Context: an optimization exercise on an open-source flow, tuned for small area, a short achievable clock period and few clock cycles per item. The choices shown serve that exercise and are no tape-out recipe.
In this exercise RTL edits were held to simulation tests only and were not proved equivalent to the original.
Power and IR drop assume default switching activity.

==> flow/design.v <==
module dd_cell (
        input  logic [3:0] s,
        output logic       c,
        output logic [2:0] m
    );
	assign c    = s[3] | (s[2] & (s[1] | s[0]));
	assign m[2] = (s[2] & ~s[1] & ~s[0]) | (s[3] & s[0]);
	assign m[1] = (s[1] & (~s[2] | s[0])) | (s[3] & ~s[0]);
	assign m[0] = (~s[3] & ~s[2] & s[0]) | (s[2] & s[1] & ~s[0]) | (s[3] & ~s[0]);
endmodule
module dd_cell_top (
        input  logic [3:0] s,
        output logic [2:0] m
    );
	assign m[2] = (s[2] & ~s[1] & ~s[0]) | (s[3] & s[0]);
	assign m[1] = (s[1] & (~s[2] | s[0])) | (s[3] & ~s[0]);
	assign m[0] = (~s[3] & ~s[2] & s[0]) | (s[2] & s[1] & ~s[0]) | (s[3] & ~s[0]);
endmodule
module dd_cell_3 (
        input  logic [2:0] s,
        output logic       c,
        output logic [2:0] m
    );
	assign c    = s[2] & (s[1] | s[0]);
	assign m[2] = s[2] & ~s[1] & ~s[0];
	assign m[1] = s[1] & (~s[2] | s[0]);
	assign m[0] = (~s[2] & s[0]) | (s[2] & s[1] & ~s[0]);
endmodule
module acc_bit (
        input  logic a,       
        input  logic st,      
        input  logic hold,    
        input  logic busy,    
        output logic d
    );
	assign d = (a & hold) | (st & busy);
endmodule
module unsigned_to_bcd (
        input  logic clk,
        input  logic reset,           
        input  logic trigger,         
        input  logic [31:0] in,       
        output logic idle,            
        output logic [31:0] bcd       
    );
	localparam int K  = 4;                  
	localparam int L  = 4;                  
	localparam int NS = (32 - L) / K;       
	logic [31:0]   acc;
	logic [K-1:0]  chunk;
	logic [2:0]    cnt;             
	logic          idle_q;
	assign idle = idle_q;
	assign bcd  = acc;
	logic go, hold, busy;
	assign go   = trigger & idle_q;
	assign hold = idle_q & ~trigger;
	assign busy = ~idle_q;
	logic [3:0] s  [0:K][0:7];
	logic       cy [0:K-1][0:7];
	logic [2:0] mm [0:K-1][0:7];
	for (genvar d = 0; d < 8; d++) begin : g_in
		assign s[0][d] = acc[4*d +: 4];
	end
	for (genvar j = 0; j < K; j++) begin : g_step
		for (genvar d = 0; d < 8; d++) begin : g_dig
			if (d == 7) begin : g_top
				dd_cell_top u_cell (.s(s[j][d]), .m(mm[j][d]));
				assign cy[j][d] = 1'b0;    
			end else begin : g_cell
				dd_cell u_cell (.s(s[j][d]), .c(cy[j][d]), .m(mm[j][d]));
			end
			if (d == 0) begin : g_lsd
				assign s[j+1][d] = {mm[j][d], chunk[K-1-j]};
			end else begin : g_msd
				assign s[j+1][d] = {mm[j][d], cy[j][d-1]};
			end
		end
	end
	logic [31:0] st;
	for (genvar d = 0; d < 8; d++) begin : g_st
		assign st[4*d +: 4] = s[K][d];
	end
	logic       ld_c;
	logic [2:0] ld_m;
	dd_cell_3 u_load (.s(in[31:29]), .c(ld_c), .m(ld_m));
	logic [7:0] ld;
	assign ld = {3'b000, ld_c, ld_m, in[28]};
	logic [31:0] acc_d;
	for (genvar b = 0; b < 32; b++) begin : g_acc
		logic t;
		acc_bit u_bit (.a(acc[b]), .st(st[b]), .hold(hold), .busy(busy), .d(t));
		if (b < 8) begin : g_ld
			assign acc_d[b] = t | (go & ld[b]);
		end else begin : g_nold
			assign acc_d[b] = t;
		end
	end
	localparam logic [2:0] S_IDLE = 3'b001;
	logic [2:0] st_next;
	logic       last;
	assign st_next = {cnt[1:0], cnt[2] ^ cnt[1]};
	assign last    = (cnt == S_IDLE);
	logic [K-1:0] chunk_sel;
	always_comb begin
		case (cnt)
			3'b001:  chunk_sel = in[27:24];
			3'b010:  chunk_sel = in[23:20];
			3'b101:  chunk_sel = in[19:16];
			3'b011:  chunk_sel = in[15:12];
			3'b111:  chunk_sel = in[11:8];
			3'b110:  chunk_sel = in[7:4];
			default: chunk_sel = in[3:0];
		endcase
	end
	always_ff @(posedge clk) begin
		acc   <= acc_d;
		chunk <= chunk_sel;
		if (reset) begin
			idle_q <= 1'b1;
			cnt    <= S_IDLE;
		end else begin
			if (go)
				idle_q <= 1'b0;
			else if (busy && last)
				idle_q <= 1'b1;
			if (go || (busy && !last))
				cnt <= st_next;
		end
	end
endmodule
clock: 5.0 ns
lec_check: 0
abc_area: 1
cap_margin: 20
core_margin: 2
core_utilization: 40
setup_slack_margin: 3.0
slew_margin: 20
synth_hierarchical: 1
synth_minimum_keep_size: 0
standard.sh (not shown) runs the stock make flow with config.mk's settings and CLKGATE_MAP_FILE= SYNTH_SCRIPT=/design/flow/synth_recipe.tcl, a recipe that flattens the netlist after the stock synthesis.
==> flow/flow/run.sh <==
#!/bin/bash
# Standard ORFS layout, with plain buffers (instead of the default delay
# buffers) on the input and output ports.
export BUFFER_PORTS_ARGS="-buffer_cell sky130_fd_sc_hd__buf_1"
bash standard.sh > standard.log 2>&1
The first run finished with timing, DRC and antenna clean.
Testbench counts at the start, summed over its fixed seeds: cycles 128,008, items 16,000.
Rerun with:
--- a/flow/flow/run.sh
+++ b/flow/flow/run.sh
@@ -4 +4 @@
-export BUFFER_PORTS_ARGS="-buffer_cell sky130_fd_sc_hd__buf_1"
+export BUFFER_PORTS_ARGS="-buffer_cell sky130_fd_sc_hd__buf_2"
--- a/flow/config.mk
+++ b/flow/config.mk
@@ -11,2 +11,2 @@
-export CORE_UTILIZATION = 40
-export SETUP_SLACK_MARGIN = 3.0
+export CORE_UTILIZATION = 60
+export SETUP_SLACK_MARGIN = 2.9
After rerunning:
- The changed run produced a clean layout
- die area shrinks by 32%
- clock-buffer cell count fell by 2
- routed wire length went down by 4.1%
- via count increases by 0.33%
- cell area drops by 2.0%
- core utilization is higher by 23 points
Rerun with:
==> flow/flow/run.sh (replaced) <==
#!/bin/bash
# Standard ORFS layout (standard.sh), except for the port buffers:
# buf_1 on the inputs and buf_2 on the outputs, instead of the default
# delay buffers. The ORFS output goes to standard.log in this folder.
export PRE_GLOBAL_PLACE_TCL="$PWD/flow/buffer_outputs.tcl"
export BUFFER_PORTS_ARGS="-inputs -buffer_cell sky130_fd_sc_hd__buf_1"
bash standard.sh > standard.log 2>&1
==> flow/flow/buffer_outputs.tcl (new file) <==
# Runs just before global placement's own port buffering (which is limited
# to the inputs by BUFFER_PORTS_ARGS): buffer every output port.
buffer_ports -outputs -buffer_cell sky130_fd_sc_hd__buf_2
--- a/flow/config.mk
+++ b/flow/config.mk
@@ -11 +11 @@
-export CORE_UTILIZATION = 60
+export CORE_UTILIZATION = 40
Effect: The changed run passed the timing, design-rule and antenna checks. Cell area drops by a few percent. Synthesized cell count is unchanged. Via count falls by a few percent. Fmax falls slightly. Hold slack improved by 0.010 ns. Cell count does not change. Clock power decreases by about a fifth. Total power drops by a few percent. Non-clock buffer count fell by 33. Worst setup slack gets worse by 0.022 ns. Register-to-register slack degrades by 0.04 ns.
Rerun with:
==> flow/flow/run.sh (replaced) <==
#!/bin/bash
# Standard ORFS layout, with plain buffers (instead of the default delay
# buffers) on the input and output ports.
export BUFFER_PORTS_ARGS="-buffer_cell sky130_fd_sc_hd__buf_1"
bash standard.sh > standard.log 2>&1
removed: flow/flow/buffer_outputs.tcl
Effect:
- The changed run completed without violations
- power went up by a few percent
- setup slack improves by 0.022 ns
- sequential share of layout area goes down by 1.1 points
- synthesized area stays the same
- hold slack gets worse by 0.014 ns
- global-route usage increases by 1.4 points
- synthesized cell count stays the same
- first-iteration DRC count grows by a quarter to a third

-- separate check: timing with driven ports --
In the flow no input, the clock included, has a driving cell. The finished layouts below were timed again as built, in two steps. Step 1 assumes that a clkbuf_16 drives the clock port and a buf_2 every other input. Step 2 also shifts input and output timing later by t, the mid clock arrival at the registers, as if the neighbouring blocks saw the same clock. Three values: no drivers, after step 1, after step 2; two values: the first two.
| run | t (ns) | setup WS [ns] | worst register clock-pin slew, ns | worst data-port slew with drivers (ns) | cell pins on the clock port's net |
|---|---|---|---|---|---|
| the first run | 0.323 | 3.070 / 3.038 / 3.082 | 0.08 / 0.08 | 0.03 | 1 |
| the second run | 0.318 | 3.061 / 3.034 / 3.079 | 0.08 / 0.08 | 0.03 | 1 |
| the third run | 0.314 | 3.040 / 3.040 / 3.040 | 0.08 / 0.08 | 0.03 | 1 |
| the fourth run | 0.321 | 3.061 / 3.029 / 3.080 | 0.08 / 0.08 | 0.03 | 1 |
After both steps setup and hold are still met in every run listed.
